This design comes from an exercise in tuning for small area on the open sky130 flow, not from production work.
Where RTL was checked, it was by simulation tests only, not by an equivalence proof against the original.
For runs 2 and 4, only the layout was checked, not whether the RTL still works.
Power and IR drop assume default switching activity.

### flow/config.mk
export PLATFORM = sky130hd
export DESIGN_NAME = DS18B20Z
export DESIGN_NICKNAME = DS18B20Z
export VERILOG_FILES = /design/flow/design.v
export SDC_FILE = /design/flow/constraint.sdc
export NUM_CORES = 4
export LEC_CHECK = 0
export CAP_MARGIN = 20
export CORE_MARGIN = 2
export CORE_UTILIZATION = 40
export SLEW_MARGIN = 20
### flow/constraint.sdc
create_clock -name core_clock -period 10.0 [get_ports {clk_in}]
set_input_delay 2.0000 -clock core_clock [delete_from_list [all_inputs] [get_ports {clk_in}]]
set_output_delay 2.0000 -clock core_clock [all_outputs]
set_load 0.01 [all_outputs]
### flow/design.v
module DS18B20Z
(
	input				clk_in,			 
	input				rst_n_in,		 
	input				ow_i,			 
	output	reg			ow_o,			 
	output	reg			ow_oe,			 
	output	reg	[15:0]	data_out		 
);	
	wire				one_wire;
	assign one_wire = ow_i;
	localparam	IDLE	=	3'd0;
	localparam	MAIN	=	3'd1;
	localparam	INIT	=	3'd2;
	localparam	WRITE	=	3'd3;
	localparam	READ	=	3'd4;
	localparam	DELAY	=	3'd5;
	reg					clk_1mhz;
	reg		[2:0]		cnt_1mhz;
	always@(posedge clk_in or negedge rst_n_in) begin
		if(!rst_n_in) begin
			cnt_1mhz <= 3'd0;
			clk_1mhz <= 1'b0;
		end else if(cnt_1mhz >= 3'd5) begin
			cnt_1mhz <= 3'd0;
			clk_1mhz <= ~clk_1mhz;
		end else begin
			cnt_1mhz <= cnt_1mhz + 1'b1;
		end
	end
	wire				tick_1mhz;
	assign tick_1mhz = (cnt_1mhz >= 3'd5) && !clk_1mhz;
	reg		[3:0]		cnt_main;
	reg		[7:0]		data_wr;
	reg		[7:0]		data_wr_buffer;
	reg		[2:0]		cnt_init;
	reg		[19:0]		cnt_delay;
	reg		[19:0]		num_delay;
	reg		[5:0]		cnt_write;
	reg		[5:0]		cnt_read;
	reg		[15:0]		temperature;
	reg		[7:0]		temperature_buffer;
	reg		[2:0] 		state;
	reg		[2:0] 		state_back;
	always@(posedge clk_in or negedge rst_n_in) begin
		if(!rst_n_in) begin
			state <= IDLE;
			state_back <= IDLE;
			cnt_main <= 4'd0;
			cnt_init <= 3'd0;
			cnt_write <= 6'd0;
			cnt_read <= 6'd0;
			cnt_delay <= 20'd0;
			ow_oe <= 1'b0;
			ow_o <= 1'b0;
			temperature <= 16'h0;
			data_out <= 16'h0;
		end else if(tick_1mhz) begin
			case(state)
				IDLE:begin
						state <= MAIN;
						state_back <= MAIN;
						cnt_main <= 4'd0;
						cnt_init <= 3'd0;
						cnt_write <= 6'd0;
						cnt_read <= 6'd0;
						cnt_delay <= 20'd0;
						ow_oe <= 1'b0;
					end
				MAIN:begin
						if(cnt_main >= 4'd11) cnt_main <= 1'b0;
						else cnt_main <= cnt_main + 1'b1;
						case(cnt_main)
							4'd0: begin state <= INIT; end
							4'd1: begin data_wr <= 8'hcc;state <= WRITE; end
							4'd2: begin data_wr <= 8'h44;state <= WRITE; end
							4'd3: begin num_delay <= 20'd750000;state <= DELAY;state_back <= MAIN; end
							4'd4: begin state <= INIT; end
							4'd5: begin data_wr <= 8'hcc;state <= WRITE; end
							4'd6: begin data_wr <= 8'hbe;state <= WRITE; end
							4'd7: begin state <= READ; end
							4'd8: begin temperature[7:0] <= temperature_buffer; end
							4'd9: begin state <= READ; end
							4'd10: begin temperature[15:8] <= temperature_buffer; end
							4'd11: begin state <= IDLE;data_out <= temperature; end
							default: state <= IDLE;
						endcase
					end
				INIT:begin
						if(cnt_init >= 3'd6) cnt_init <= 1'b0;
						else cnt_init <= cnt_init + 1'b1;
						case(cnt_init)
							3'd0: begin ow_oe <= 1'b1; ow_o <= 1'b0; end
							3'd1: begin num_delay <= 20'd500;state <= DELAY;state_back <= INIT; end
							3'd2: begin ow_oe <= 1'b0; end
							3'd3: begin num_delay <= 20'd100;state <= DELAY;state_back <= INIT; end
							3'd4: begin if(one_wire) state <= IDLE; else state <= INIT; end
							3'd5: begin num_delay <= 20'd400;state <= DELAY;state_back <= INIT; end
							3'd6: begin state <= MAIN; end
							default: state <= IDLE;
						endcase
					end
				WRITE:begin
						if(cnt_write >= 6'd50) cnt_write <= 1'b0;
						else cnt_write <= cnt_write + 1'b1;
						case(cnt_write)
							6'd0: begin data_wr_buffer <= data_wr; end
							6'd1: begin ow_oe <= 1'b1; ow_o <= 1'b0; end
							6'd2: begin num_delay <= 20'd2;state <= DELAY;state_back <= WRITE; end
							6'd3: begin ow_oe <= 1'b1; ow_o <= data_wr_buffer[0]; end
							6'd4: begin num_delay <= 20'd80;state <= DELAY;state_back <= WRITE; end
							6'd5: begin ow_oe <= 1'b0; end
							6'd6: begin num_delay <= 20'd2;state <= DELAY;state_back <= WRITE; end
							6'd7: begin ow_oe <= 1'b1; ow_o <= 1'b0; end
							6'd8: begin num_delay <= 20'd2;state <= DELAY;state_back <= WRITE; end
							6'd9: begin ow_oe <= 1'b1; ow_o <= data_wr_buffer[1]; end
							6'd10: begin num_delay <= 20'd80;state <= DELAY;state_back <= WRITE; end
							6'd11: begin ow_oe <= 1'b0; end
							6'd12: begin num_delay <= 20'd2;state <= DELAY;state_back <= WRITE; end
							6'd13: begin ow_oe <= 1'b1; ow_o <= 1'b0; end
							6'd14: begin num_delay <= 20'd2;state <= DELAY;state_back <= WRITE; end
							6'd15: begin ow_oe <= 1'b1; ow_o <= data_wr_buffer[2]; end
							6'd16: begin num_delay <= 20'd80;state <= DELAY;state_back <= WRITE; end
							6'd17: begin ow_oe <= 1'b0; end
							6'd18: begin num_delay <= 20'd2;state <= DELAY;state_back <= WRITE; end
							6'd19: begin ow_oe <= 1'b1; ow_o <= 1'b0; end
							6'd20: begin num_delay <= 20'd2;state <= DELAY;state_back <= WRITE; end
							6'd21: begin ow_oe <= 1'b1; ow_o <= data_wr_buffer[3]; end
							6'd22: begin num_delay <= 20'd80;state <= DELAY;state_back <= WRITE; end
							6'd23: begin ow_oe <= 1'b0; end
							6'd24: begin num_delay <= 20'd2;state <= DELAY;state_back <= WRITE; end
							6'd25: begin ow_oe <= 1'b1; ow_o <= 1'b0; end
							6'd26: begin num_delay <= 20'd2;state <= DELAY;state_back <= WRITE; end
							6'd27: begin ow_oe <= 1'b1; ow_o <= data_wr_buffer[4]; end
							6'd28: begin num_delay <= 20'd80;state <= DELAY;state_back <= WRITE; end
							6'd29: begin ow_oe <= 1'b0; end
							6'd30: begin num_delay <= 20'd2;state <= DELAY;state_back <= WRITE; end
							6'd31: begin ow_oe <= 1'b1; ow_o <= 1'b0; end
							6'd32: begin num_delay <= 20'd2;state <= DELAY;state_back <= WRITE; end
							6'd33: begin ow_oe <= 1'b1; ow_o <= data_wr_buffer[5]; end
							6'd34: begin num_delay <= 20'd80;state <= DELAY;state_back <= WRITE; end
							6'd35: begin ow_oe <= 1'b0; end
							6'd36: begin num_delay <= 20'd2;state <= DELAY;state_back <= WRITE; end
							6'd37: begin ow_oe <= 1'b1; ow_o <= 1'b0; end
							6'd38: begin num_delay <= 20'd2;state <= DELAY;state_back <= WRITE; end
							6'd39: begin ow_oe <= 1'b1; ow_o <= data_wr_buffer[6]; end
							6'd40: begin num_delay <= 20'd80;state <= DELAY;state_back <= WRITE; end
							6'd41: begin ow_oe <= 1'b0; end
							6'd42: begin num_delay <= 20'd2;state <= DELAY;state_back <= WRITE; end
							6'd43: begin ow_oe <= 1'b1; ow_o <= 1'b0; end
							6'd44: begin num_delay <= 20'd2;state <= DELAY;state_back <= WRITE; end
							6'd45: begin ow_oe <= 1'b1; ow_o <= data_wr_buffer[7]; end
							6'd46: begin num_delay <= 20'd80;state <= DELAY;state_back <= WRITE; end
							6'd47: begin ow_oe <= 1'b0; end
							6'd48: begin num_delay <= 20'd2;state <= DELAY;state_back <= WRITE; end
							6'd49: begin num_delay <= 20'd80;state <= DELAY;state_back <= WRITE; end
							6'd50: begin state <= MAIN; end
							default: state <= IDLE;
						endcase
					end
				READ:begin
						if(cnt_read >= 6'd48) cnt_read <= 1'b0;
						else cnt_read <= cnt_read + 1'b1;
						case(cnt_read)
							6'd0: begin ow_oe <= 1'b1; ow_o <= 1'b0; end
							6'd1: begin num_delay <= 20'd2;state <= DELAY;state_back <= READ; end
							6'd2: begin ow_oe <= 1'b0; end
							6'd3: begin num_delay <= 20'd10;state <= DELAY;state_back <= READ; end
							6'd4: begin temperature_buffer[0] <= one_wire; end
							6'd5: begin num_delay <= 20'd55;state <= DELAY;state_back <= READ; end
							6'd6: begin ow_oe <= 1'b1; ow_o <= 1'b0; end
							6'd7: begin num_delay <= 20'd2;state <= DELAY;state_back <= READ; end
							6'd8: begin ow_oe <= 1'b0; end
							6'd9: begin num_delay <= 20'd10;state <= DELAY;state_back <= READ; end
							6'd10: begin temperature_buffer[1] <= one_wire; end
							6'd11: begin num_delay <= 20'd55;state <= DELAY;state_back <= READ; end
							6'd12: begin ow_oe <= 1'b1; ow_o <= 1'b0; end
							6'd13: begin num_delay <= 20'd2;state <= DELAY;state_back <= READ; end
							6'd14: begin ow_oe <= 1'b0; end
							6'd15: begin num_delay <= 20'd10;state <= DELAY;state_back <= READ; end
							6'd16: begin temperature_buffer[2] <= one_wire; end
							6'd17: begin num_delay <= 20'd55;state <= DELAY;state_back <= READ; end
							6'd18: begin ow_oe <= 1'b1; ow_o <= 1'b0; end
							6'd19: begin num_delay <= 20'd2;state <= DELAY;state_back <= READ; end
							6'd20: begin ow_oe <= 1'b0; end
							6'd21: begin num_delay <= 20'd10;state <= DELAY;state_back <= READ; end
							6'd22: begin temperature_buffer[3] <= one_wire; end
							6'd23: begin num_delay <= 20'd55;state <= DELAY;state_back <= READ; end
							6'd24: begin ow_oe <= 1'b1; ow_o <= 1'b0; end
							6'd25: begin num_delay <= 20'd2;state <= DELAY;state_back <= READ; end
							6'd26: begin ow_oe <= 1'b0; end
							6'd27: begin num_delay <= 20'd10;state <= DELAY;state_back <= READ; end
							6'd28: begin temperature_buffer[4] <= one_wire; end
							6'd29: begin num_delay <= 20'd55;state <= DELAY;state_back <= READ; end
							6'd30: begin ow_oe <= 1'b1; ow_o <= 1'b0; end
							6'd31: begin num_delay <= 20'd2;state <= DELAY;state_back <= READ; end
							6'd32: begin ow_oe <= 1'b0; end
							6'd33: begin num_delay <= 20'd10;state <= DELAY;state_back <= READ; end
							6'd34: begin temperature_buffer[5] <= one_wire; end
							6'd35: begin num_delay <= 20'd55;state <= DELAY;state_back <= READ; end
							6'd36: begin ow_oe <= 1'b1; ow_o <= 1'b0; end
							6'd37: begin num_delay <= 20'd2;state <= DELAY;state_back <= READ; end
							6'd38: begin ow_oe <= 1'b0; end
							6'd39: begin num_delay <= 20'd10;state <= DELAY;state_back <= READ; end
							6'd40: begin temperature_buffer[6] <= one_wire; end
							6'd41: begin num_delay <= 20'd55;state <= DELAY;state_back <= READ; end
							6'd42: begin ow_oe <= 1'b1; ow_o <= 1'b0; end
							6'd43: begin num_delay <= 20'd2;state <= DELAY;state_back <= READ; end
							6'd44: begin ow_oe <= 1'b0; end
							6'd45: begin num_delay <= 20'd10;state <= DELAY;state_back <= READ; end
							6'd46: begin temperature_buffer[7] <= one_wire; end
							6'd47: begin num_delay <= 20'd55;state <= DELAY;state_back <= READ; end
							6'd48: begin state <= MAIN; end
							default: state <= IDLE;
						endcase
					end
				DELAY:begin
						if(cnt_delay >= num_delay) begin
							cnt_delay <= 1'b0;
							state <= state_back; 
						end else cnt_delay <= cnt_delay + 1'b1;
					end
			endcase
		end
	end
endmodule
### flow/run.sh
#!/bin/bash
# synth_recipe.tcl (not shown) runs the flow's synth.tcl, then flattens the netlist and writes it again
# the make line also repeats each setting of config.mk as NAME=value (left out here)
make -C /OpenROAD-flow-scripts/flow DESIGN_CONFIG=/design/flow/config.mk WORK_HOME=/design/flow/orfs CLKGATE_MAP_FILE= SYNTH_SCRIPT=/design/flow/synth_recipe.tcl finish
==> run summary, run 1 <==
#FFs+latches synth 106; Worst VDD drop 0.0764 mV; WS Path Type primary input to flop; post-route minimum period 3940 ps; final hold vios 0; commonest non-fill, non-tap cell in the layout dfrtp_1; Hold Crit Class flop to flop; sequential share of power 54.7%; Setup Viol. Count Final 0; Post-CTS Resized 0; Final Cell Area 6950 µm²; switching pwr 186 µW; via/cell ratio 5.54; Setup Buffers After CTS 0; DRC Markers 0; CTS tree built; Routed WL 13.9 mm; synthesis warning total 1; status complete, no violations; clk sink count approximately 110; Required @ worst endpoint 9990 ps; Crit Path Max Fanout 47; # nets final 690; worst slew pin tran 993 ps; Slew HR 33.3%; synth-to-layout area growth 9.34%; ys flop type dfrtp_1; PnR Total Power around 800 µW; first-pass GRT wire length 23.3 mm; vias 4,817; # rows 46; filler cell count between 1,500 and 2,000; Post-DRT Antenna Nets 0; unrepaired setup endpoints after global routing no; Setup WS post-layout 6060 ps; Ant. Diodes 0; clock share of power 44.3%; global placer's final weighted congestion 0.886; Worst-path clk slew 70 ps; Yosys top cell by area dfrtp_1; Num CTS Buffers 9; Leakage 0.00295 µW; pwr/cell area approximately 120 nW/µm²; Fmax 254 MHz; Most Frequent Cell on Critical Path buf_4; wire per inst roughly 16 µm; GRT Total Usage 17.3%; Die Ht between 100 and 150 µm; Internal 619 µW; Final TNS setup 0 ps; initial antenna violation count 0; Starting Density around two fifths; Synth top area share 32.7%; Setup WS pre-CTS 5590 ps; Logic pwr share 1.0%; clk_skew around 7.6 ps; FFs w/ async S/R, synth 78.3%; number of port buffers 20; Seq/Total Area, Yosys roughly 44%; core box area 15,700 µm²; die width roughly 130 µm; DIE AREA 16,900 µm²; largest net degree at the start of global routing 48; Startpoint Class primary input; post-synthesis cell type count 73; final HPWL from detailed placement 9.82 mm; cell-by-cell trace of the critical path buf_4 -> buf_4 -> o311ai_0 -> nor2_1; DP Area ~6700 µm²; EDFF count, synth 23; final worst-path cycle share between 30% and 40%; Net Sw Frac a little under a quarter; H-tree depth 3; Post-Syn Area between 6000 and 7000 µm²; slowest CP cell nor2_1; final slew viol count 0; Arr. time, crit path 3920 ps; 1st-iter DRT viols roughly 440; share of layout cells above drive strength 1 11.2%; Syn Area/Cell 9.75 µm²; worst-skew pair later-pin latency 350 ps; Max clock buf depth 2; CP Capture Type flop; CTS root buffer clkbuf_16; vias in the first global route 4,702; Max-Cap Viols 0; gr ovfl total 0; num ports 21; most frequent cells in the layout dfrtp_1 (83), nand2_1 (54), o21ai_0 (45), nor2_1 (43), ha_1 (39); syn_nets 694; slowest stage delay, CP ~600 ps; # hold bufs at CTS 0; synthesized instance count roughly 650; 1st-pass router iterations 5; top post-synthesis cells by area dfrtp_1 (33%), edfxtp_1 (11%), ha_1 (7.7%)
[area by class of cell]
| class | count | area [µm²] | area share, % |
|---|---|---|---|
| Clock buffer | 9 | 225 | 3.24 |
| Inverter | 30 | 113 | 1.62 |
| Sequential cell | 106 | 2770 | 39.8 |
| Clock inverter | 7 | 67.6 | 0.972 |
| Timing Repair Buffer | 21 | 205 | 2.95 |
| Multi-Input combinational cell | 480 | 3310 | 47.5 |
| Tap cell | 216 | 270 | 3.89 |
[worst max-delay path, delay by kind of cell]
family / cells / cell delay (ps)
buffers and inverters: 2 / 1050
AND/OR/NAND/NOR: 1 / 600
AO/OA/AOI/OAI: 1 / 240
[metrics by stage]
stage          util, %  hold WS, ps  cells
2_1_floorplan        -          400    652
3_3_place_gp      42.4          411    853
3_5_place_dp      42.4          405    853
4_1_cts           44.3          422    869
5_1_grt           44.3          434    869
6_report          44.3          421    869
[Yosys cell counts (5+ instances only)]
library cell and number:
buf_2 10, nand3_1 29, nand3b_1 5, a21oi_1 26, nor3_1 19, clkbuf_1 18, or3_1 5, dfrtp_1 83
nor2_2 10, o41ai_1 5, ha_1 39, o21ai_0 45, and3_1 10, xnor2_1 7, mux2_2 34, nor4_1 8
o21ai_1 6, edfxtp_1 23, inv_1 30, nor2b_1 13, nand2_1 54, nand4_1 11, nor2_1 43, nand2b_1 10
xor2_1 17
[cell families after synthesis]
group	after synthesis	share of synthesized area [%]
simple gates	241	20.0
compound gates	136	14.0
flops	106	43.5
buf+inv	66	4.51
mux	40	7.00
fa+ha+maj	39	7.67
xor+xnor	24	3.31
[per-layer routing]
metal / part of all wire, % / up-vias / GRT usage, % / routed length (µm)
met5: 0 / - / 0 / 0
met4: 1.3 / 0 / 4.43 / 184
met3: 3.8 / 20 / 4.26 / 526
met2: 47 / 119 / 27.7 / 6460
met1: 48 / 2333 / 23.5 / 6680
li1: - / 2345 / - / -
[registers in the layout, indices dropped and copies added, names as in the netlist]
name and cells:
cnt_write 6, data_wr 3, temperature_buffer 8, temperature 16, cnt_read 6, cnt_delay 20, cnt_1mhz 3, data_out 16
state_back 3, ow_o 1, data_wr_buffer 3, ow_oe 1, cnt_init 3, state 3, num_delay 9, clk_1mhz 1
cnt_main 4
[path summary, 6_finish.rpt]
path                                            start                           to  slack [ps]  depth (start not counted)
worst min register to register   data_wr[5]$_DFFE_PP_  data_wr_buffer[5]$_DFFE_PP_         420                          0
min in group asynchronous                    rst_n_in    cnt_delay[14]$_DFFE_PN0P_        1650                          1
worst max-delay path                         rst_n_in       num_delay[1]$_DFFE_PP_        6060                          4
worst min-delay path             data_wr[5]$_DFFE_PP_  data_wr_buffer[5]$_DFFE_PP_         420                          0
worst max register to register  cnt_1mhz[1]$_DFF_PN0_       num_delay[1]$_DFFE_PP_        7080                          7
max in group asynchronous                    rst_n_in      cnt_init[0]$_DFFE_PN0P_        7370                          2
[power groups by stage]
stage	logic (µW)	registers (µW)	clock network, µW
floorplan	0.0605	449	0
global placement	8.38	449	0
global route	9.86	440	383
detailed placement	8.93	449	0
CTS	8.93	440	364
finish	8.26	440	356
==> run 2, diff against run 1 <==
==> flow/design.v (replaced) <==
module DS18B20Z
(
	input				clk_in,
	input				rst_n_in,
	input				ow_i,
	output	wire		ow_o,
	output	reg			ow_oe,
	output	reg	[15:0]	data_out
);
	reg		[2:0]	jc;
	reg				half;
	wire			j5 = jc[2] & ~jc[1];
	wire			tick = j5 & ~half;
	always @(posedge clk_in or negedge rst_n_in) begin
		if (!rst_n_in) begin
			jc <= 3'd0;
			half <= 1'b0;
		end else begin
			jc <= {jc[1:0], ~jc[2]};
			if (j5) half <= ~half;
		end
	end
	localparam PRE = 3'd0, INITA = 3'd1, INITB = 3'd2, WRITE = 3'd3, CONV = 3'd4, READ = 3'd5;
	reg		[15:0]	cnt;
	reg		[2:0]	ph;
	reg				grp;
	reg		[3:0]	bitn;
	reg		[15:0]	sr;
	function has;
		input [19:0] v;
		input [19:0] k;
		has = (v & k) == k;
	endfunction
	wire	[7:0]	wbyte = bitn[3] ? (grp ? 8'hbe : 8'h44) : 8'hcc;
	wire			wbit = wbyte[bitn[2:0]];
	wire			b7 = bitn[2:0] == 3'd7;
	wire			b15 = bitn == 4'd15;
	wire			sample = ph == READ && cnt[6:0] == 7'd17;
	always @(posedge clk_in) begin
		if (tick && sample) sr <= {ow_i, sr[15:1]};
	end
	assign ow_o = wbit && cnt[6:0] > 7'd4;
	reg				done;
	always @(*) begin
		case (ph)
			PRE:	done = has(cnt, 2);
			INITA:	done = has(cnt, 605);
			INITB:	done = has(cnt, 405);
			WRITE:	done = b15 ? has(cnt, 176) : b7 ? has(cnt, 177) : has(cnt, 92);
			CONV:	done = b15 ? has(cnt, 16'h31a2) : has(cnt, 16'hc000);
			default: done = b15 ? has(cnt, 77) : b7 ? has(cnt, 78) : has(cnt, 75);
		endcase
	end
	always @(posedge clk_in or negedge rst_n_in) begin
		if (!rst_n_in) begin
			cnt <= 16'd0;
			ph <= PRE;
			grp <= 1'b0;
			bitn <= 4'd0;
			ow_oe <= 1'b0;
			data_out <= 16'h0;
		end else if (tick) begin
			if (done) cnt <= 16'd0;
			else cnt <= cnt + 1'b1;
			if (ph == INITA && has(cnt, 502)) ow_oe <= 1'b0;
			if (ph == WRITE && has(cnt, 87)) ow_oe <= 1'b0;
			if (ph == READ && has(cnt, 4)) ow_oe <= 1'b0;
			if (done) begin
				case (ph)
					PRE: begin ph <= INITA; ow_oe <= 1'b1; end
					INITA: begin
						if (ow_i) begin ph <= PRE; grp <= 1'b0; end
						else ph <= INITB;
					end
					INITB: begin ph <= WRITE; ow_oe <= 1'b1; end
					WRITE: begin
						bitn <= bitn + 1'b1;
						if (b15 && !grp) ph <= CONV;
						else begin
							ow_oe <= 1'b1;
							if (b15) ph <= READ;
						end
					end
					CONV: begin
						bitn <= bitn + 1'b1;
						if (b15) begin ph <= INITA; grp <= 1'b1; ow_oe <= 1'b1; end
					end
					default: begin
						bitn <= bitn + 1'b1;
						if (b15) begin ph <= PRE; grp <= 1'b0; data_out <= sr; end
						else begin ow_oe <= 1'b1; end
					end
				endcase
			end
		end
	end
endmodule
==> run 2 against run 1 <==
  * Still clean
  * Utilization up 2.9 points
  * Global-route usage shrank 1.2 points
  * First-iteration DRC count fell by 69%
  * Routed wire length is 60% lower
  * Critical path type is now flop to output pin
  * Largest cell class is now registers
  * Largest power group unchanged
  * Highest routed layer unchanged
==> run summary, run 2 <==
status complete, no violations; H-tree depth 3; Worst VDD drop 0.0992 mV; synthesis warning total 1; core box area approximately 7100 µm²; CTS tree built; CTS root buffer clkbuf_8; num ports 21; Fmax approximately 250 MHz; gr ovfl total 0; Setup Viol. Count Final 0; Die Ht 89.1 µm; utilization after layout 47.1%; commonest non-fill, non-tap cell in the layout dfrtp_1; # nets final 271; CP Capture Type output pin; Post-DRT Antenna Nets 0; Arr. time, crit path a little under 2000 ps; Ant. Diodes 0; largest net degree at the start of global routing 46; DRC Markers 0; first-pass GRT wire length 9.33 mm; FFs w/ async S/R, synth between 70% and 80%; Setup Buffers After CTS 0; synth-to-layout area growth 16.2%; Required @ worst endpoint 8000 ps; unrepaired setup endpoints after global routing no; Num CTS Buffers 9; most frequent cell after synthesis dfrtp_1; PnR Total Power 486 µW; met2 Use GR 23.6%; clk sink count 61; Post-CTS Resized 0; pwr/cell area 145 nW/µm²; final worst-path cycle share around two fifths; final hold vios 0; final slew viol count 0; Post-Syn Area 2890 µm²; worst-skew pair later-pin latency 350 ps; Final TNS setup 0 ps; Worst-path clk slew roughly 70 ps; number of port buffers 20; DIE AREA around 8000 µm²; final HPWL from detailed placement 3.51 mm; top post-synthesis cells by area dfrtp_1 (39%), edfxtp_1 (17%), mux2_4 (5.2%); Hold Crit Class flop to flop; worst slew pin tran 969 ps; share of layout cells above drive strength 1 14.2%; Slew HR 35.2%; # hold bufs at CTS 0; most instantiated cells after synthesis dfrtp_1 (45), nor2_1 (24), edfxtp_1 (16), nand3_1 (11); synthesized instance count around 240; Starting Density 40.6%; Multi-input gate area 1180 µm²; GRT Total Usage 16.0%; initial antenna violation count 0; Syn Area/Cell roughly 12 µm²; Startpoint Class flop; Crit Path Max Fanout 6; via/cell ratio 5.24; Reg area around 1600 µm²; vias in the first global route 1,897; die width 89.1 µm; #FFs+latches synth just over 60; clk_skew 12.2 ps; 1st-iter DRT viols 135; Seq/Total Area, Yosys 55.5%; Global Route met3 Usage ~4.4%; post-route minimum period 3970 ps; post-synthesis cell type count 48; filler cell count 687; Synth top area share 38.9%; Routed WL 5.49 mm; EDFF count, synth 16; Max-Cap Viols 0; most frequent cells in the layout dfrtp_1 (45), nor2_1 (24), clkdlybuf4s50_1 (19), edfxtp_1 (16), nand3_1 (11); Global Route met1 Usage roughly a fifth; Leakage 0.00142 µW; WS Path Type flop to output pin; Max clock buf depth 2; GR peak layer met2; vias 1,918; biggest regs cnt x16, data_out x16, sr x16; wire per inst 15.0 µm; global placer's final weighted congestion roughly 0.9; syn_nets 251; # rows 31; Yosys top cell by area dfrtp_1; ys flop type dfrtp_1; 1st-pass router iterations 4
-- run 2: changes by cell type after synthesis, sizes merged, moves of 18 or more --
cell,change
ha,-33
a21oi,-18
o21ai,-40
nand3,-18
inv,-22
nor2,-29
dfrtp,-38
nand2,-45
-- run 2: logic make-up (layout without fill, tap and decap cells) --
logic type,Yosys count,count (layout),share of synthesized area [%]
fa+ha+maj,6,6,2.59
simple gates,86,86,17.1
flops,61,61,55.5
mux,20,20,9.08
buf+inv,21,46,3.76
compound gates,35,35,8.00
xor+xnor,13,13,3.93
-- run 2: final cells by class --
class	count	share of cell area, %
sequential	61	47.8
multi-input combinational	160	35.2
timing repair buffer	22	6.32
clock buffer	9	3.68
tap	99	3.68
clock inverter	7	2.42
inverter	8	0.893
-- run 2: routing by layer --
layer,up-vias,part of all wire [%]
li1,920,-
met4,0,3.0
met2,37,45
met5,-,0
met3,18,3.4
met1,943,48
-- run 2: final timing paths --
check | from | cells past startpoint | end | slack, ps
max in group asynchronous | rst_n_in | 1 | cnt[14]$_DFFE_PN0P_ | 7950
min | jc[0]$_DFF_PN0_ | 0 | jc[1]$_DFF_PN0_ | 360
max reg2reg | bitn[0]$_DFFE_PN0P_ | 8 | data_out[1]$_DFFE_PN0P_ | 6860
min reg2reg | jc[0]$_DFF_PN0_ | 0 | jc[1]$_DFF_PN0_ | 360
max | cnt[0]$_DFFE_PN0P_ | 6 | ow_o | 6030
min in group asynchronous | rst_n_in | 1 | data_out[12]$_DFFE_PN0P_ | 1640
-- run 2: metrics by stage --
stage	hold WS, ps	area (µm²)	setup slack [ps]	cells
2_1_floorplan	331	2890	6880	242
3_3_place_gp	343	3150	6440	349
3_5_place_dp	343	3150	6400	349
4_1_cts	364	3350	6010	365
5_1_grt	367	3360	5870	366
6_report	360	3360	6030	366
-- run 2: worst max-delay path, cell delays in order (launching register included) --
cell and delay (ps):
dfrtp_1 440, inv_1 120, ha_1 220, inv_1 50
a21oi_1 60, a21oi_1 170, clkdlybuf4s50_1 550
-- run 2: where the power goes --
| group | switching (µW) | internal [µW] | leakage [µW] | total (µW) |
|---|---|---|---|---|
| Combinational | 3.79 | 0.725 | 0.000557 | 4.51 |
| Sequential | 0 | 254 | 0.000753 | 254 |
| Clock | 109 | 119 | 0.000106 | 227 |
==> run 3, diff against run 2 <==
--- a/flow/design.v
+++ b/flow/design.v
@@ -4,5 +4,5 @@
 	input				rst_n_in,
 	input				ow_i,
-	output	wire		ow_o,
+	output	reg			ow_o,
 	output	reg			ow_oe,
 	output	reg	[15:0]	data_out
@@ -40,5 +40,4 @@
 		if (tick && sample) sr <= {ow_i, sr[15:1]};
 	end
-	assign ow_o = wbit && cnt[6:0] > 7'd4;
 	reg				done;
 	always @(*) begin
@@ -59,4 +58,5 @@
 			bitn <= 4'd0;
 			ow_oe <= 1'b0;
+			ow_o <= 1'b0;
 			data_out <= 16'h0;
 		end else if (tick) begin
@@ -66,17 +66,18 @@
 			if (ph == WRITE && has(cnt, 87)) ow_oe <= 1'b0;
 			if (ph == READ && has(cnt, 4)) ow_oe <= 1'b0;
+			if (ph == WRITE && has(cnt, 4)) ow_o <= wbit;
 			if (done) begin
 				case (ph)
-					PRE: begin ph <= INITA; ow_oe <= 1'b1; end
+					PRE: begin ph <= INITA; ow_oe <= 1'b1; ow_o <= 1'b0; end
 					INITA: begin
 						if (ow_i) begin ph <= PRE; grp <= 1'b0; end
 						else ph <= INITB;
 					end
-					INITB: begin ph <= WRITE; ow_oe <= 1'b1; end
+					INITB: begin ph <= WRITE; ow_oe <= 1'b1; ow_o <= 1'b0; end
 					WRITE: begin
 						bitn <= bitn + 1'b1;
 						if (b15 && !grp) ph <= CONV;
 						else begin
-							ow_oe <= 1'b1;
+							ow_oe <= 1'b1; ow_o <= 1'b0;
 							if (b15) ph <= READ;
 						end
@@ -84,10 +85,10 @@
 					CONV: begin
 						bitn <= bitn + 1'b1;
-						if (b15) begin ph <= INITA; grp <= 1'b1; ow_oe <= 1'b1; end
+						if (b15) begin ph <= INITA; grp <= 1'b1; ow_oe <= 1'b1; ow_o <= 1'b0; end
 					end
 					default: begin
 						bitn <= bitn + 1'b1;
 						if (b15) begin ph <= PRE; grp <= 1'b0; data_out <= sr; end
-						else begin ow_oe <= 1'b1; end
+						else begin ow_oe <= 1'b1; ow_o <= 1'b0; end
 					end
 				endcase
==> run 3 against run 2 <==
  * Count of clock-buffer cells in the layout rose by 2
  * Maximum frequency rose by 22%
  * Die area fell by 0.49%
  * Setup slack better by 720 ps
  * Sequential power grew 2%
  * Worst hold slack got worse by 15 ps
  * Clock skew down 5.0 ps
  * Register-to-register slack better by 370 ps
  * Clock power shrank 5%
  * Critical endpoint is now data_out[15]
==> run summary, run 3 <==
Synth top area share 40.0%; Global Route met3 Usage 4.57%; worst-skew pair later-pin latency ~340 ps; #FFs+latches synth 62; CTS tree built; initial antenna violation count 0; Seq/Total Area, Yosys 56.7%; worst reg-to-reg path cell count 8; CP Capture Type output pin; Worst VDD drop 0.0720 mV; Fmax 308 MHz; DP Area 3140 µm²; cell-by-cell trace of the critical path clkdlybuf4s50_1; FFs w/ async S/R, synth 74.2%; Hold Path Stages 0; Post-Syn Area 2880 µm²; Required @ worst endpoint 8000 ps; first-pass GRT wire length 9.25 mm; hold path startpoint jc[0]$_DFF_PN0_; most frequent cell after synthesis dfrtp_1; R2R Path End data_out[11]$_DFFE_PN0P_; top post-synthesis cells by area dfrtp_1 (40%), edfxtp_1 (17%), mux2_4 (5.2%); GR peak layer met2; most instantiated cells after synthesis dfrtp_1 (46), nor2_1 (20), edfxtp_1 (16), o21ai_0 (16), nand2_1 (15); syn_nets 252; share of layout cells above drive strength 1 around 17%; vias in the first global route 1,885; num ports 21; synthesized instance count 244; Setup WS pre-CTS 6580 ps; wire per inst 14.6 µm; largest net degree at the start of global routing 47; slowest CP cell clkdlybuf4s50_1; Ant. Diodes 0; vias 1,908; filler cell count 649; Syn Area/Cell 11.8 µm²; Slew HR between 50% and 60%; final HPWL from detailed placement 3.47 mm; Die Ht 88.8 µm; Crit Path Max Fanout 2; Post-CTS Resized 0; Setup WS post-layout 6750 ps; DIE AREA 7890 µm²; Global Route met1 Usage 21.5%; H-tree depth 3; R2R setup slack 7230 ps; GRT Total Usage 15.6%; ys flop type dfrtp_1; CTS root buffer clkbuf_8; Num CTS Buffers 9; synth-to-layout area growth 16.3%; Arr. time, crit path 1250 ps; PnR Total Power about 480 µW; biggest regs cnt x16, data_out x16, sr x16; gr ovfl total 0; 1st-pass router iterations 4; die width 88.8 µm; DRC Markers 0; # hold bufs at CTS 0; Yosys top cell by area dfrtp_1; Final Cell Area between 3000 and 4000 µm²; core box area roughly 7000 µm²; global placer's final weighted congestion 0.833; Multi-input gate area 1170 µm²; synthesis warning total 1; post-route minimum period between 3000 and 4000 ps; final slew viol count 0; slowest stage delay, CP 540 ps; Setup Buffers After CTS 0; met2 Use GR 22.9%; Max clock buf depth 2; Leakage 0.00140 µW; Setup Viol. Count Final 0; WP buf/inv 1; status complete, no violations; clk_skew between 7 and 8 ps; via/cell ratio 5.23; unrepaired setup endpoints after global routing no; Final TNS setup 0 ps; Startpoint Class flop; family with the most delay on the worst path buffers and inverters; pwr/cell area 143 nW/µm²; post-synthesis cell type count 49; Post-DRT Antenna Nets 0; WS Path Type flop to output pin; 1st-iter DRT viols 76; clk sink count 62; hold slack 346 ps; number of port buffers 20; EDFF count, synth 16; Hold Path Sink jc[1]$_DFF_PN0_; Hold Crit Class flop to flop; CP Launch Point data_out[15]$_DFFE_PN0P_; Worst-path clk slew about 80 ps; worst slew pin tran approximately 710 ps; # rows 30; commonest non-fill, non-tap cell in the layout dfrtp_1; final hold vios 0; FF-to-FF Start bitn[0]$_DFFE_PN0P_; # nets final approximately 270; most frequent cells in the layout dfrtp_1 (46), nor2_1 (20), clkdlybuf4s50_1 (19), o21ai_0 (16), edfxtp_1 (16); Routed WL 5.33 mm; Max-Cap Viols 0; Starting Density 41.9%; Reg area 1630 µm²; final worst-path cycle share 32.5%
==> run 3: cells by family (layout without fill, tap and decap cells) <==
kind of cell,count (synthesis),count (layout),share of synthesized area [%]
DFF,62,62,56.7
buffers and inverters,17,42,2.96
muxes,20,20,9.08
AOI/OAI and AO/OA,45,45,10.1
xor gates and xnor gates,10,10,3.04
adders and majority gates,5,5,2.17
and+or+nand+nor,85,85,16.0
==> run 3: report_power, final <==
part | switching (µW) | total, µW | internal, µW
clock network | 102 | 215 | 113
registers | 0 | 259 | 259
logic | 3.66 | 4.32 | 0.658
==> run 3: routing by layer <==
metal,wire [µm],vias up
met4,110,0
met5,0,-
li1,-,924
met3,196,13
met1,2670,937
met2,2350,34
==> run 3: layout make-up <==
type	count	share of cell area, %
Clock inverter	5	1.20
Sequential cell	62	48.7
Clock buffer	11	4.86
Timing Repair Buffer	21	6.13
Multi-Input combinational cell	165	34.9
Tap cell	96	3.59
Inverter	5	0.561
==> run 3: how the worst max path moves through the flow <==
stage	to	slack, ps	cells past startpoint
after global routing	data_out[15]	6700	1
final	data_out[15]	6750	1
after global placement	grp$_DFFE_PN0P_	6610	6
after CTS	data_out[15]	6740	1
after detailed placement	grp$_DFFE_PN0P_	6580	6
after floorplan	sr[0]$_DFFE_PP_	6760	3
==> run 3: through the flow <==
stage	util, %	std cells
after floorplan	-	244
after detailed placement	45.7	349
after global routing	48.7	365
after CTS	48.7	365
after global placement	45.7	349
final	48.7	365
==> run 4, diff against run 3 <==
==> flow/design.v (replaced) <==
module DS18B20Z
(
	input				clk_in,
	input				rst_n_in,
	input				ow_i,
	output	wire		ow_o,
	output	reg			ow_oe,
	output	reg	[15:0]	data_out
);
	reg		[2:0]	jc;
	reg				half;
	wire			j5 = jc[2] & ~jc[1];
	wire			tick = j5 & ~half;
	always @(posedge clk_in or negedge rst_n_in) begin
		if (!rst_n_in) begin
			jc <= 3'd0;
			half <= 1'b0;
		end else begin
			jc <= {jc[1:0], ~jc[2]};
			if (j5) half <= ~half;
		end
	end
	localparam PRE = 3'd0, INITA = 3'd1, INITB = 3'd2, WRITE = 3'd3, CONV = 3'd4, READ = 3'd5;
	reg		[10:0]	cnt;
	reg		[2:0]	ph;
	reg				grp;
	reg		[3:0]	bitn;
	reg		[15:0]	sr;
	function has;
		input [19:0] v;
		input [19:0] k;
		has = (v & k) == k;
	endfunction
	wire	[7:0]	wbyte = bitn[3] ? (grp ? 8'hbe : 8'h44) : 8'hcc;
	wire			wbit = wbyte[bitn[2:0]];
	wire			b7 = bitn[2:0] == 3'd7;
	wire			b15 = bitn == 4'd15;
	wire			sample = ph == READ && cnt[6:0] == 7'd17;
	reg				done;
	wire			jend = ~sr[7] & sr[6];
	always @(posedge clk_in) begin
		if (tick && (sample || done && (ph == WRITE || ph == CONV && b15)))
			sr <= {ph == READ ? ow_i : ph == CONV ? ~sr[0] : 1'b0, sr[15:1]};
	end
	assign ow_o = wbit && cnt[6:0] > 7'd4;
	always @(*) begin
		case (ph)
			PRE:	done = has(cnt, 2);
			INITA:	done = has(cnt, 605);
			INITB:	done = has(cnt, 405);
			WRITE:	done = b15 ? has(cnt, 176) : b7 ? has(cnt, 177) : has(cnt, 92);
			CONV:	done = b15 && jend ? has(cnt, 96) : has(cnt, 1806);
			default: done = b15 ? has(cnt, 77) : b7 ? has(cnt, 78) : has(cnt, 75);
		endcase
	end
	always @(posedge clk_in or negedge rst_n_in) begin
		if (!rst_n_in) begin
			cnt <= 11'd0;
			ph <= PRE;
			grp <= 1'b0;
			bitn <= 4'd0;
			ow_oe <= 1'b0;
			data_out <= 16'h0;
		end else if (tick) begin
			if (done) cnt <= 11'd0;
			else cnt <= cnt + 1'b1;
			if (ph == INITA && has(cnt, 502)) ow_oe <= 1'b0;
			if (ph == WRITE && has(cnt, 87)) ow_oe <= 1'b0;
			if (ph == READ && has(cnt, 4)) ow_oe <= 1'b0;
			if (done) begin
				case (ph)
					PRE: begin ph <= INITA; ow_oe <= 1'b1; end
					INITA: begin
						if (ow_i) begin ph <= PRE; grp <= 1'b0; end
						else ph <= INITB;
					end
					INITB: begin ph <= WRITE; ow_oe <= 1'b1; end
					WRITE: begin
						bitn <= bitn + 1'b1;
						if (b15 && !grp) ph <= CONV;
						else begin
							ow_oe <= 1'b1;
							if (b15) ph <= READ;
						end
					end
					CONV: begin
						bitn <= bitn + 1'b1;
						if (b15 && jend) begin ph <= INITA; grp <= 1'b1; ow_oe <= 1'b1; end
					end
					default: begin
						bitn <= bitn + 1'b1;
						if (b15) begin ph <= PRE; grp <= 1'b0; data_out <= sr; end
						else begin ow_oe <= 1'b1; end
					end
				endcase
			end
		end
	end
endmodule
--- a/flow/config.mk
+++ b/flow/config.mk
@@ -9,3 +9,6 @@
 export CORE_MARGIN = 2
 export CORE_UTILIZATION = 40
+export CTS_BUF_LIST = sky130_fd_sc_hd__clkbuf_8
+export CTS_CLUSTER_DIAMETER = 200
+export CTS_CLUSTER_SIZE = 64
 export SLEW_MARGIN = 20
==> run 4 against run 3 <==
  * Utilization fell by 2.8 points
  * Count of clock-buffer cells in the layout shrank 6
  * Routed wire length shrank 0.90%
  * Maximum frequency down 19%
  * Still clean
  * Die area is 3.9% lower
  * Clock power shrank 43%
  * Global-route usage is essentially flat
  * Critical endpoint is now ow_o
  * Non-clock buffer count unchanged
  * Setup slack worse by 770 ps
==> run summary, run 4 <==
WP buf/inv 1; vias approximately 1,800; worst-skew pair later-pin latency approximately 310 ps; gr ovfl total 0; Setup Buffers After CTS 0; num ports 21; post-route minimum period 4020 ps; ys flop type dfrtp_1; Multi-input gate area 1180 µm²; Die Ht between 80 and 90 µm; vias in the first global route roughly 1,800; Worst-path clk slew 100 ps; Yosys top cell by area dfrtp_1; synthesis warning total 1; Worst VDD drop 0.0601 mV; final HPWL from detailed placement 3.51 mm; Seq/Total Area, Yosys a little over half; GRT Total Usage ~16%; # hold bufs at CTS 0; slowest CP cell dfrtp_1; Hold Crit Class flop to flop; post-synthesis cell type count 52; wire per inst 16.2 µm; Slew HR 39.2%; H-tree depth 2; initial antenna violation count 0; final slew viol count 0; 1st-iter DRT viols 113; biggest regs data_out x16, sr x16, cnt x11; placed cells 318; Syn Area/Cell 12.1 µm²; Required @ worst endpoint about 8000 ps; slowest stage delay, CP 510 ps; Starting Density 41.1%; family with the most delay on the worst path simple AND/OR/NAND/NOR gates; most frequent cell after synthesis dfrtp_1; die width 87.1 µm; pwr/cell area 117 nW/µm²; Leakage approximately 0.0013 µW; Post-DRT Antenna Nets 0; Fmax roughly 250 MHz; # nets final 254; final worst-path cycle share 40.2%; status complete, no violations; Synth top area share 36.2%; Num CTS Buffers 5; clk_skew 4.54 ps; Final TNS setup 0 ps; DRC Markers 0; 1st-pass router iterations 4; WS Path Type flop to output pin; global placer's final weighted congestion 0.791; Max-Cap Viols 0; syn_nets 237; cell-by-cell trace of the critical path or3_1 -> nor3_1 -> a21oi_1 -> clkdlybuf4s50_1; Setup Viol. Count Final 0; filler cell count approximately 620; EDFF count, synth 16; Crit Path Max Fanout 12; unrepaired setup endpoints after global routing no; top post-synthesis cells by area dfrtp_1 (36%), edfxtp_1 (17%), mux2_4 (5.4%); synthesized instance count ~230; # rows 30; Post-CTS Resized 0; Max clock buf depth 2; CP Capture Type output pin; Arr. time, crit path 2020 ps; CTS tree built; Startpoint Class flop; Reg area 1480 µm²; share of layout cells above drive strength 1 13.4%; number of port buffers 20; #FFs+latches synth 56; DIE AREA 7580 µm²; most frequent cells in the layout dfrtp_1 (40), clkdlybuf4s50_1 (19), edfxtp_1 (16), a21oi_1 (14), nand3_1 (13); Routed WL 5.28 mm; first-pass GRT wire length 9.08 mm; commonest non-fill, non-tap cell in the layout dfrtp_1; Finished Layout Cells about 330; most instantiated cells after synthesis dfrtp_1 (40), edfxtp_1 (16), a21oi_1 (14), nand3_1 (13), nor2_1 (11); largest net degree at the start of global routing 41; synth-to-layout area growth 11.7%; worst slew pin tran approximately 910 ps; Ant. Diodes 0; via/cell ratio 5.58; CTS root buffer clkbuf_8; final hold vios 0; hold slack 358 ps; core box area 6720 µm²; clk sink count 56; FFs w/ async S/R, synth 71.4%; Post-Syn Area 2760 µm²
run 4: cell families (layout without fill, tap and decap cells):
group	after synthesis	count (layout)	share of synthesized area [%]
xor+xnor	10	10	3.17
simple gates	72	72	16.2
fa+ha+maj	6	6	2.72
flops	56	56	53.6
mux	19	19	9.06
buf+inv	19	37	3.72
compound gates	46	46	11.5
run 4: worst paths after layout:
check                                     from                      end  slack [ps]  depth (start not counted)
setup / recovery            cnt[3]$_DFFE_PN0P_                     ow_o        5980                          4
hold / removal                 jc[0]$_DFF_PN0_          jc[1]$_DFF_PN0_         360                          0
setup reg to reg           bitn[0]$_DFFE_PN0P_  data_out[4]$_DFFE_PN0P_        6930                          7
hold reg to reg                jc[0]$_DFF_PN0_          jc[1]$_DFF_PN0_         360                          0
max in group asynchronous             rst_n_in          grp$_DFFE_PN0P_        7620                          1
min in group asynchronous             rst_n_in  data_out[9]$_DFFE_PN0P_        1810                          1
run 4: area by class of cell:
| class | count | share of cell area [%] |
|---|---|---|
| tap | 80 | 3.24 |
| clock buffer | 5 | 2.23 |
| timing repair buffer | 21 | 6.57 |
| inverter | 8 | 0.973 |
| sequential | 56 | 48.0 |
| clock inverter | 3 | 0.649 |
| multi-input combinational | 153 | 38.3 |
run 4: worst reg2reg max path, delay by kind of cell, from the launching register on:
family | cells | cell delay [ps]
fa+ha+maj | 2 | 520
compound gates | 1 | 480
simple gates | 2 | 840
flops | 1 | 440
mux | 2 | 690
run 4: where the power goes:
group	leakage (µW)	total [µW]	internal (µW)	switching (µW)
clock	0.0000455	123	49.0	73.9
sequential	0.000726	234	234	0
combinational	0.000530	3.87	0.515	3.35
run 4: through the flow:
stage / area [µm²] / util (%) / setup WS [ps] / total power, µW
2_1_floorplan: 2760 / - / 6630 / 239
5_1_grt: 3090 / 45.9 / 5850 / 380
3_3_place_gp: 3000 / 44.6 / 6320 / 243
4_1_cts: 3090 / 45.9 / 5950 / 370
6_report: 3090 / 45.9 / 5980 / 361
3_5_place_dp: 3000 / 44.6 / 6320 / 243
run 4: per-layer routing:
| layer | routed length (µm) | track usage, % | up-vias |
|---|---|---|---|
| met1 | 2570 | 22.3 | 896 |
| met5 | 0 | 0 | - |
| met3 | 219 | 3.22 | 6 |
| met2 | 2430 | 22.8 | 47 |
| li1 | - | - | 871 |
| met4 | 63 | 6.53 | 0 |
==> run 5, diff against run 4 <==
--- a/flow/design.v
+++ b/flow/design.v
@@ -21,5 +21,5 @@
 		end
 	end
-	localparam PRE = 3'd0, INITA = 3'd1, INITB = 3'd2, WRITE = 3'd3, CONV = 3'd4, READ = 3'd5;
+	localparam PRE = 3'd0, INITA = 3'd4, INITB = 3'd7, WRITE = 3'd6, CONV = 3'd5, READ = 3'd2;
 	reg		[10:0]	cnt;
 	reg		[2:0]	ph;
==> run 5 against run 4 <==
  * Combinational power grew 23%
  * Clock skew grew 10 ps
  * Setup slack gained 91 ps
  * Synthesized cell count grew 0.44%
  * Sequential power is essentially flat
  * Still clean on timing, DRC and antenna
  * Die area shrank 4.1%
  * Global-route usage shrank 0.93 points
  * Power grew 2.3%
  * Critical path type unchanged
  * Routed wire length shrank 5.8%
  * First-iteration DRC count grew 40%
  * Register-to-register slack lost 40 ps
  * Via count shrank 4.3%
==> run summary, run 5 <==
Worst-path clk slew roughly 110 ps; Post-DRT Antenna Nets 0; Yosys top cell by area dfrtp_1; # hold bufs at CTS 0; FFs w/ async S/R, synth 71.4%; H-tree depth 2; Post-Syn Area 2640 µm²; largest net degree at the start of global routing 41; GRT Total Usage roughly 15%; vias in the first global route approximately 1,700; Setup Viol. Count Final 0; CTS root buffer clkbuf_8; Setup WS post-layout 6070 ps; # nets final 253; Seq/Total Area, Yosys between 50% and 60%; global placer's final weighted congestion 0.834; Max clock buf depth 2; filler cell count between 500 and 600; final slew viol count 0; CP Launch Point cnt[0]$_DFFE_PN0P_; number of port buffers 20; synth-to-layout area growth 12.7%; FF-to-FF Start ph[0]$_DFFE_PN0P_; CTS tree built; # rows 29; synthesis warning total 1; slowest stage delay, CP 550 ps; wire per inst 15.4 µm; die width ~85 µm; most frequent cell after synthesis dfrtp_1; post-synthesis cell type count 46; DIE AREA 7270 µm²; Final Cell Area 2980 µm²; pwr/cell area 124 nW/µm²; Starting Density about two fifths; Setup WS pre-CTS 6440 ps; most instantiated cells after synthesis dfrtp_1 (40), nor2_1 (17), edfxtp_1 (16), mux2_2 (16), nand2_1 (16); first-pass GRT wire length 8.36 mm; worst-skew pair later-pin latency between 300 and 400 ps; Required @ worst endpoint 8000 ps; Syn Area/Cell ~12 µm²; Multi-input gate area around 1100 µm²; 1st-pass router iterations 4; synthesized instance count 229; 1st-iter DRT viols 158; hold path startpoint jc[0]$_DFF_PN0_; Hold Crit Class flop to flop; slowest CP cell clkdlybuf4s50_1; post-route minimum period 3930 ps; Fmax 254 MHz; unrepaired setup endpoints after global routing no; initial antenna violation count 0; final worst-path cycle share 39.3%; Ant. Diodes 0; cell-by-cell trace of the critical path inv_1 -> ha_1 -> inv_1 -> a21oi_1 -> a21oi_1 -> clkdlybuf4s50_1; syn_nets 237; Routed WL just under 5 mm; clk_skew approximately 15 ps; #FFs+latches synth 56; final hold vios 0; top post-synthesis cells by area dfrtp_1 (38%), edfxtp_1 (18%), mux2_2 (6.8%); Reg area 1480 µm²; Setup Buffers After CTS 0; Leakage 0.00117 µW; ys flop type dfrtp_1; Arr. time, crit path 1930 ps; DRC Markers 0; commonest non-fill, non-tap cell in the layout dfrtp_1; Die Ht 85.3 µm; gr ovfl total 0; Finished Layout Cells 323; Post-CTS Resized 0; Max-Cap Viols 0; clk sink count 56; Worst VDD drop 0.0612 mV; Synth top area share between 30 and 40%; worst slew pin tran ~890 ps; Final TNS setup 0 ps; DP Area roughly 2900 µm²; family with the most delay on the worst path buffers and inverters; most frequent cells in the layout dfrtp_1 (40), clkdlybuf4s50_1 (19), nor2_1 (17); core box area 6390 µm²; WP buf/inv 3; via/cell ratio 5.39; status complete, no violations; final HPWL from detailed placement 3.27 mm; Num CTS Buffers 5; Crit Path Max Fanout 10; share of layout cells above drive strength 1 13.4%; num ports 21; EDFF count, synth 16; CP Capture Type output pin; utilization after layout 46.6%; vias 1,742; placed cells about 320; biggest regs data_out x16, sr x16, cnt x11; R2R setup slack 6890 ps; Startpoint Class flop; WS Path Type flop to output pin; Slew HR about two fifths
run 5: cell count changes in the layout (fill, tap and decap cells not counted), sizes merged, moves of 3 or more:
cell   change
a21oi      -6
a31oi      +3
and4       -3
nand2      +8
nor2       +5
o31ai      -4
run 5: worst paths after layout:
check,end,cells after the start
setup / recovery,ow_o,6
hold / removal,jc[1]$_DFF_PN0_,0
setup reg to reg,sr[6]$_DFFE_PP_,7
hold reg to reg,jc[1]$_DFF_PN0_,0
max in group asynchronous,data_out[4]$_DFFE_PN0P_,1
min in group asynchronous,bitn[0]$_DFFE_PN0P_,1
run 5: where the power goes:
part | switching (µW) | internal [µW]
registers | 0 | 234
clock network | 78.8 | 51.6
logic | 3.77 | 0.999
total | 82.6 | 287
run 5: cell families after synthesis:
group                      synth area share, %
AOI/OAI and AO/OA                         10.6
xor gates and xnor gates                  2.98
adders and majority gates                 2.37
buffers and inverters                     3.41
DFF                                       56.1
muxes                                     9.00
and+or+nand+nor                           15.6
run 5: routing by layer:
layer / global-route usage, % / share of wire (%)
met1: 21.6 / 49
met2: 21.7 / 46
met3: 2.43 / 3.4
met4: 5.63 / 1.1
met5: 0 / 0
run 5: area by class of cell:
cell class | count | area share [%]
clock buffers | 5 | 2.31
clock inverters | 3 | 0.924
inverters | 8 | 1.01
multi-input cells | 153 | 36.0
flip-flops and latches | 56 | 49.7
well taps | 77 | 3.24
repair buffers | 21 | 6.81
run 5: stage by stage:
stage | hold WS [ps] | power, µW
after floorplan | 331 | 240
after global placement | 336 | 244
after detailed placement | 341 | 244
after CTS | 376 | 377
after global routing | 379 | 385
final | 376 | 369
run 5: worst reg2reg max path, delay by kind of cell, from the launching register on:
family / cells / cell delay (ps)
AOI/OAI and AO/OA: 4 / 1200
and+or+nand+nor: 2 / 570
buffers and inverters: 1 / 250
DFF: 1 / 780
==> run 6, diff against run 5 <==
--- a/flow/design.v
+++ b/flow/design.v
@@ -21,5 +21,5 @@
 		end
 	end
-	localparam PRE = 3'd0, INITA = 3'd4, INITB = 3'd7, WRITE = 3'd6, CONV = 3'd5, READ = 3'd2;
+	localparam PRE = 3'd0, INITA = 3'd5, INITB = 3'd6, WRITE = 3'd2, CONV = 3'd7, READ = 3'd4;
 	reg		[10:0]	cnt;
 	reg		[2:0]	ph;
==> run 6 against run 5 <==
  * Sequential power hardly changed
  * Design area grew 2.9%
  * Area after synthesis grew 3.9%
  * Power increased by 5.9%
  * Flip-flop and latch count stayed put
  * Routed wire length is 8.5% higher
  * Utilization decreased by 1.0 points
  * Maximum frequency decreased by 2.3%
  * Largest power group unchanged
==> run summary, run 6 <==
final slew viol count 0; worst slew pin tran 986 ps; most frequent cells in the layout dfrtp_1 (40), nand2_1 (19), clkdlybuf4s50_1 (19), edfxtp_1 (16), a21oi_1 (13); Fmax 248 MHz; Seq/Total Area, Yosys 53.9%; die width 86.9 µm; unrepaired setup endpoints after global routing no; 1st-pass router iterations 5; synthesis warning total 1; core box area 6720 µm²; status complete, no violations; final worst-path cycle share 40.3%; Worst-path clk slew 100 ps; Post-Syn Area 2750 µm²; Yosys top cell by area dfrtp_1; Final TNS setup 0 ps; Required @ worst endpoint about 8000 ps; Post-DRT Antenna Nets 0; slowest stage delay, CP between 500 and 600 ps; filler cell count 615; # rows 30; CTS root buffer clkbuf_8; Crit Path Max Fanout 10; H-tree depth 2; syn_nets 247; Finished Layout Cells 332; Worst VDD drop 0.0583 mV; gr ovfl total 0; Synth top area share a little over a third; commonest non-fill, non-tap cell in the layout dfrtp_1; Max clock buf depth 2; Hold Crit Class flop to flop; clk_skew approximately 14 ps; WS Path Type flop to output pin; vias in the first global route roughly 1,700; slowest CP cell clkdlybuf4s50_1; CTS tree built; ys flop type dfrtp_1; global placer's final weighted congestion 0.889; EDFF count, synth 16; Ant. Diodes 0; largest net degree at the start of global routing 41; final HPWL from detailed placement 3.61 mm; Slew HR 34.1%; post-synthesis cell type count 50; Starting Density 40.9%; DRC Markers 0; num ports 21; post-route minimum period 4030 ps; family with the most delay on the worst path buffers and inverters; GRT Total Usage between 15 and 20%; Most Frequent Cell on Critical Path inv_1; wire per inst between 15 and 20 µm; most instantiated cells after synthesis dfrtp_1 (40), nand2_1 (19), edfxtp_1 (16), a21oi_1 (13); Arr. time, crit path 2030 ps; Setup Viol. Count Final 0; cell-by-cell trace of the critical path inv_1 -> ha_1 -> inv_1 -> a21oi_1 -> a22oi_1 -> clkdlybuf4s50_1; pwr/cell area between 100 and 150 nW/µm²; top post-synthesis cells by area dfrtp_1 (36%), edfxtp_1 (17%), mux2_4 (5.5%); initial antenna violation count 0; via/cell ratio 5.61; 1st-iter DRT viols 154; placed cells ~320; PnR Total Power 391 µW; vias around 1,900; synth-to-layout area growth 11.6%; first-pass GRT wire length 9.23 mm; most frequent cell after synthesis dfrtp_1; Max-Cap Viols 0; WP buf/inv 3; Post-CTS Resized 0; number of port buffers 20; # nets final 259; Reg area 1480 µm²; Startpoint Class flop; Setup Buffers After CTS 0; Setup WS post-layout 5970 ps; Leakage 0.00125 µW; synthesized instance count 239; # hold bufs at CTS 0; #FFs+latches synth 56; Routed WL between 5 and 6 mm; worst-skew pair later-pin latency around 320 ps; biggest regs data_out x16, sr x16, cnt x11; share of layout cells above drive strength 1 13.5%; DIE AREA ~7500 µm²; Die Ht 86.9 µm; Multi-input gate area about 1100 µm²; Num CTS Buffers 5; R2R setup slack 6620 ps; clk sink count 56; CP Capture Type output pin; Setup WS pre-CTS roughly 6300 ps; final hold vios 0; Syn Area/Cell 11.5 µm²; FFs w/ async S/R, synth 71.4%
-- run 6: cell types whose count changed after synthesis, moves of 5 or more --
cell and delta:
a31oi_1 -5, mux2_4 +9, mux2_2 -7, nor2_1 -8, a21oi_1 +5
-- run 6: logic make-up (layout without fill, tap and decap cells) --
logic type,Yosys count,count (layout),synth area share (%)
mux,20,20,9.52
flops,56,56,53.9
fa+ha+maj,5,5,2.28
compound gates,51,51,12.3
xor+xnor,7,7,2.23
buf+inv,25,38,4.74
simple gates,75,75,15.0
-- run 6: metal layers --
| metal | vias up | share of wire [%] | global-route usage (%) |
|---|---|---|---|
| met1 | 899 | 48 | 23.1 |
| met5 | - | 0 | 0 |
| met3 | 6 | 6.1 | 3.22 |
| met2 | 62 | 45 | 23.2 |
| li1 | 894 | - | - |
| met4 | 0 | 0.94 | 3.98 |
-- run 6: worst paths after layout --
path                                      end                start  cells after the start
min in group asynchronous     grp$_DFFE_PN0P_             rst_n_in                      1
max reg2reg                   sr[2]$_DFFE_PP_  bitn[0]$_DFFE_PN0P_                      7
min                           jc[1]$_DFF_PN0_      jc[0]$_DFF_PN0_                      0
max in group asynchronous  cnt[3]$_DFFE_PN0P_             rst_n_in                      1
min reg2reg                   jc[1]$_DFF_PN0_      jc[0]$_DFF_PN0_                      0
max                                      ow_o   cnt[0]$_DFFE_PN0P_                      6
-- run 6: final cells by class --
class / instances / area share [%]
tap: 80 / 3.27
timing repair buffer: 20 / 6.37
multi-input combinational: 158 / 37.0
inverter: 10 / 1.22
clock buffer: 5 / 2.24
clock inverter: 3 / 1.55
sequential: 56 / 48.3
-- run 6: worst register-to-register path, stage by stage, from the launching register on --
cell and delay [ps]:
dfrtp_1 450, ha_1 260, ha_1 240, mux2i_1 170, nor3_4 220, o21ai_2 110
a31oi_2 790, a41o_1 760
-- run 6: per-stage QoR --
step / hold slack, ps / instance area (µm²) / util, %
3_3_place_gp: 333 / 2950 / 43.9
2_1_floorplan: 331 / 2750 / -
6_report: 356 / 3070 / 45.6
3_5_place_dp: 347 / 2950 / 43.9
5_1_grt: 378 / 3070 / 45.6
4_1_cts: 360 / 3070 / 45.6
-- run 6: power breakdown --
part	leakage (µW)	internal, µW	switching, µW	total [µW]
clock network	0.0000583	75.6	77.1	153
logic	0.000503	0.709	3.49	4.20
registers	0.000688	234	0	234
==> run 7, diff against run 6 <==
--- a/flow/design.v
+++ b/flow/design.v
@@ -21,5 +21,5 @@
 		end
 	end
-	localparam PRE = 3'd0, INITA = 3'd5, INITB = 3'd6, WRITE = 3'd2, CONV = 3'd7, READ = 3'd4;
+	localparam PRE = 3'd0, INITA = 3'd4, INITB = 3'd7, WRITE = 3'd6, CONV = 3'd5, READ = 3'd2;
 	reg		[10:0]	cnt;
 	reg		[2:0]	ph;
==> flow/flow/run.sh (new file) <==
#!/bin/bash
# The standard layout, with single-drive buffers on the ports and a clock tree
# of clkbuf_8 without dummy loads.
set -euo pipefail
export BUFFER_PORTS_ARGS="-buffer_cell sky130_fd_sc_hd__buf_1"
export CTS_ARGS="-sink_clustering_enable -repair_clock_nets -dont_use_dummy_load -buf_list sky130_fd_sc_hd__clkbuf_8 -sink_clustering_size 64 -sink_clustering_max_diameter 200"
bash standard.sh > standard.log 2>&1
==> flow/standard.sh (new file) <==
#!/bin/bash
# synth_recipe.tcl (not shown) runs the flow's synth.tcl, then flattens the netlist and writes it again
# the make line also repeats each setting of config.mk as NAME=value (left out here)
make -C /OpenROAD-flow-scripts/flow DESIGN_CONFIG=/design/flow/config.mk WORK_HOME=/design/flow/orfs CLKGATE_MAP_FILE= SYNTH_SCRIPT=/design/flow/synth_recipe.tcl "${@:-finish}"
removed: flow/run.sh
==> run 7 against run 6 <==
  * Cell count shrank 3.6%
  * Largest power group unchanged
  * Critical path depth did not move
  * Maximum frequency grew 15%
  * Sequential share of layout area increased by 4.0 points
  * Flip-flop and latch count unchanged
  * Register-to-register slack improved by 340 ps
  * Via count is 6.8% lower
  * Sequential power about the same
  * Count of clock-buffer cells in the layout is the same
  * Area after synthesis is 3.8% lower
==> run summary, run 7 <==
initial antenna violation count 0; Crit Path Max Fanout 10; die width 85.3 µm; biggest regs data_out x16, sr x16, cnt x11; most frequent cell after synthesis dfrtp_1; Die Ht 85.3 µm; Num CTS Buffers 5; via/cell ratio 5.42; unrepaired setup endpoints after global routing no; placed cells 315; WS Path Type flop to output pin; share of layout cells above drive strength 1 12.3%; top post-synthesis cells by area dfrtp_1 (38%), edfxtp_1 (18%), mux2_2 (6.8%); synthesized instance count 229; Yosys top cell by area dfrtp_1; first-pass GRT wire length 8.67 mm; Syn Area/Cell 11.5 µm²; # nets final 253; wire per inst 15.6 µm; #FFs+latches synth 56; Setup Buffers After CTS 0; EDFF count, synth 16; largest net degree at the start of global routing just over 40; Arr. time, crit path 1510 ps; Seq/Total Area, Yosys 56.1%; Final TNS setup 0 ps; filler cell count about 610; core box area 6390 µm²; Setup Viol. Count Final 0; worst-skew pair later-pin latency 310 ps; synth-to-layout area growth 7.15%; GRT Total Usage between 10% and 20%; Slew HR 39.2%; commonest non-fill, non-tap cell in the layout dfrtp_1; final HPWL from detailed placement 3.27 mm; wire length on met3 194 µm; Multi-input gate area 1070 µm²; Finished Layout Cells 320; DIE AREA 7270 µm²; clk sink count 56; hold slack 358 ps; vias in the first global route 1,706; final worst-path cycle share 35.1%; post-synthesis cell type count 46; Ant. Diodes 0; Post-DRT Antenna Nets 0; Post-CTS Resized 0; gr ovfl total 0; metal2 WL 2.22 mm; global placer's final weighted congestion 0.847; final slew viol count 0; Reg area between 1000 and 1500 µm²; pwr/cell area 124 nW/µm²; Hold Crit Class flop to flop; post-route minimum period 3510 ps; CTS tree built; CTS root buffer clkbuf_8; Startpoint Class flop; synthesis warning total 1; H-tree depth 2; uppermost layer routed met4; Synth top area share between 30% and 40%; Metal-1 WL 2.53 mm; num ports 21; PnR Total Power 351 µW; Max-Cap Viols 0; 1st-pass router iterations 4; status complete, no violations; Max clock buf depth 2; Fmax 285 MHz; Routed WL 5.00 mm; clk_skew 19.8 ps; ys flop type dfrtp_1; Starting Density 41.4%; most instantiated cells after synthesis dfrtp_1 (40), nor2_1 (17), edfxtp_1 (16), mux2_2 (16), nand2_1 (16); worst slew pin tran 912 ps; final hold vios 0; syn_nets about 240; most frequent cells in the layout dfrtp_1 (40), buf_1 (19), nor2_1 (17); Worst VDD drop 0.0542 mV; utilization after layout 44.3%; 1st-iter DRT viols 63; Required @ worst endpoint around 8000 ps; DRC Markers 0; # hold bufs at CTS 0; # rows 29; FFs w/ async S/R, synth ~70%; Post-Syn Area 2640 µm²; Leakage 0.00111 µW; vias 1,735; Worst-path clk slew 80 ps; CP Capture Type output pin; number of port buffers 20
-- run 7: changes by cell type in the layout (fill, tap and decap cells not counted), sizes merged, moves of 4 or more --
cell           delta
buf              +20
clkdlybuf4s50    -19
nor2              +8
a21oi             -5
a31oi             +4
nor3              -4
-- run 7: power breakdown --
part	switching (µW)	total [µW]	leakage, µW	internal (µW)
combinational	3.87	4.60	0.000448	0.737
sequential	0	234	0.000629	234
clock	67.0	112	0.0000359	45.4
total	70.9	351	0.00111	280
-- run 7: path summary, 6_finish.rpt --
path / start / to / slack, ps / depth (start not counted)
max: cnt[0]$_DFFE_PN0P_ / ow_o / 6490 / 6
max in group asynchronous: rst_n_in / data_out[3]$_DFFE_PN0P_ / 7610 / 1
min reg2reg: jc[0]$_DFF_PN0_ / jc[1]$_DFF_PN0_ / 360 / 0
min: jc[0]$_DFF_PN0_ / jc[1]$_DFF_PN0_ / 360 / 0
max reg2reg: ph[0]$_DFFE_PN0P_ / sr[8]$_DFFE_PP_ / 6960 / 7
min in group asynchronous: rst_n_in / cnt[10]$_DFFE_PN0P_ / 1820 / 1
-- run 7: worst max-delay path: stages, from the launching register on --
cell	delay [ps]
dfrtp_1	520
inv_1	80
ha_1	200
inv_1	50
a21oi_1	50
a21oi_1	150
buf_1	160
-- run 7: through the flow --
| step | setup slack [ps] | area, µm² |
|---|---|---|
| floorplan | 6980 | 2640 |
| detailed placement | 6830 | 2760 |
| CTS | 6490 | 2830 |
| global placement | 6860 | 2760 |
| finish | 6490 | 2830 |
| global route | 6370 | 2830 |
-- run 7: kinds of logic after synthesis --
logic type	Yosys count	share of synthesized area, %
compound gates	42	10.6
xor+xnor	9	2.98
fa+ha+maj	5	2.37
buf+inv	20	3.41
flops	56	56.1
mux	21	9.00
simple gates	76	15.6
-- run 7: final cells by class --
type / instances / area share, %
Timing Repair Buffer: 21 / 2.96
Inverter: 8 / 1.06
Sequential cell: 56 / 52.3
Clock buffer: 5 / 2.43
Multi-Input combinational cell: 153 / 37.8
Tap cell: 77 / 3.40
-- run 7: per-layer routing --
layer	global-route usage, %	up-vias
li1	-	853
met1	22.3	837
met2	22.2	39
met3	3.21	6
met4	5.05	0
met5	0	-

static timing again, ports no longer ideal:
The results above use ideal ports. As a check the final layouts listed here were re-extracted and re-timed, cells and wires unchanged. Step 1 sets driving cells, clkbuf_16 on the clock port and buf_2 on the other inputs (assumed; they add their load-dependent delay and slew). Step 2, shift: input delay + t, output delay - t, t = (earliest + latest rising clock arrival at the registers) / 2. This alone moves slack from input paths to output paths. Slacks: ideal / step 1 / step 2; pairs: ideal / step 1.
run	t (ns)	setup slack, ns	worst slew at a driven data input, ns
run 1	0.394	6.064 / 6.080 / 5.686	0.03
run 2	0.376	6.034 / 6.004 / 6.380	0.03
run 3	0.362	6.751 / 6.722 / 6.573	0.03
run 4	0.338	5.977 / 5.945 / 6.283	0.03
run 5	0.339	6.068 / 6.040 / 6.379	0.03
run 6	0.342	5.973 / 5.944 / 6.286	0.03
run 7	0.333	6.495 / 6.466 / 6.799	0.03
After both steps every run listed still meets setup and hold. The setup slack of run 1, which loses most, moves by +0.016 ns with the drivers and by -0.378 ns with both steps.
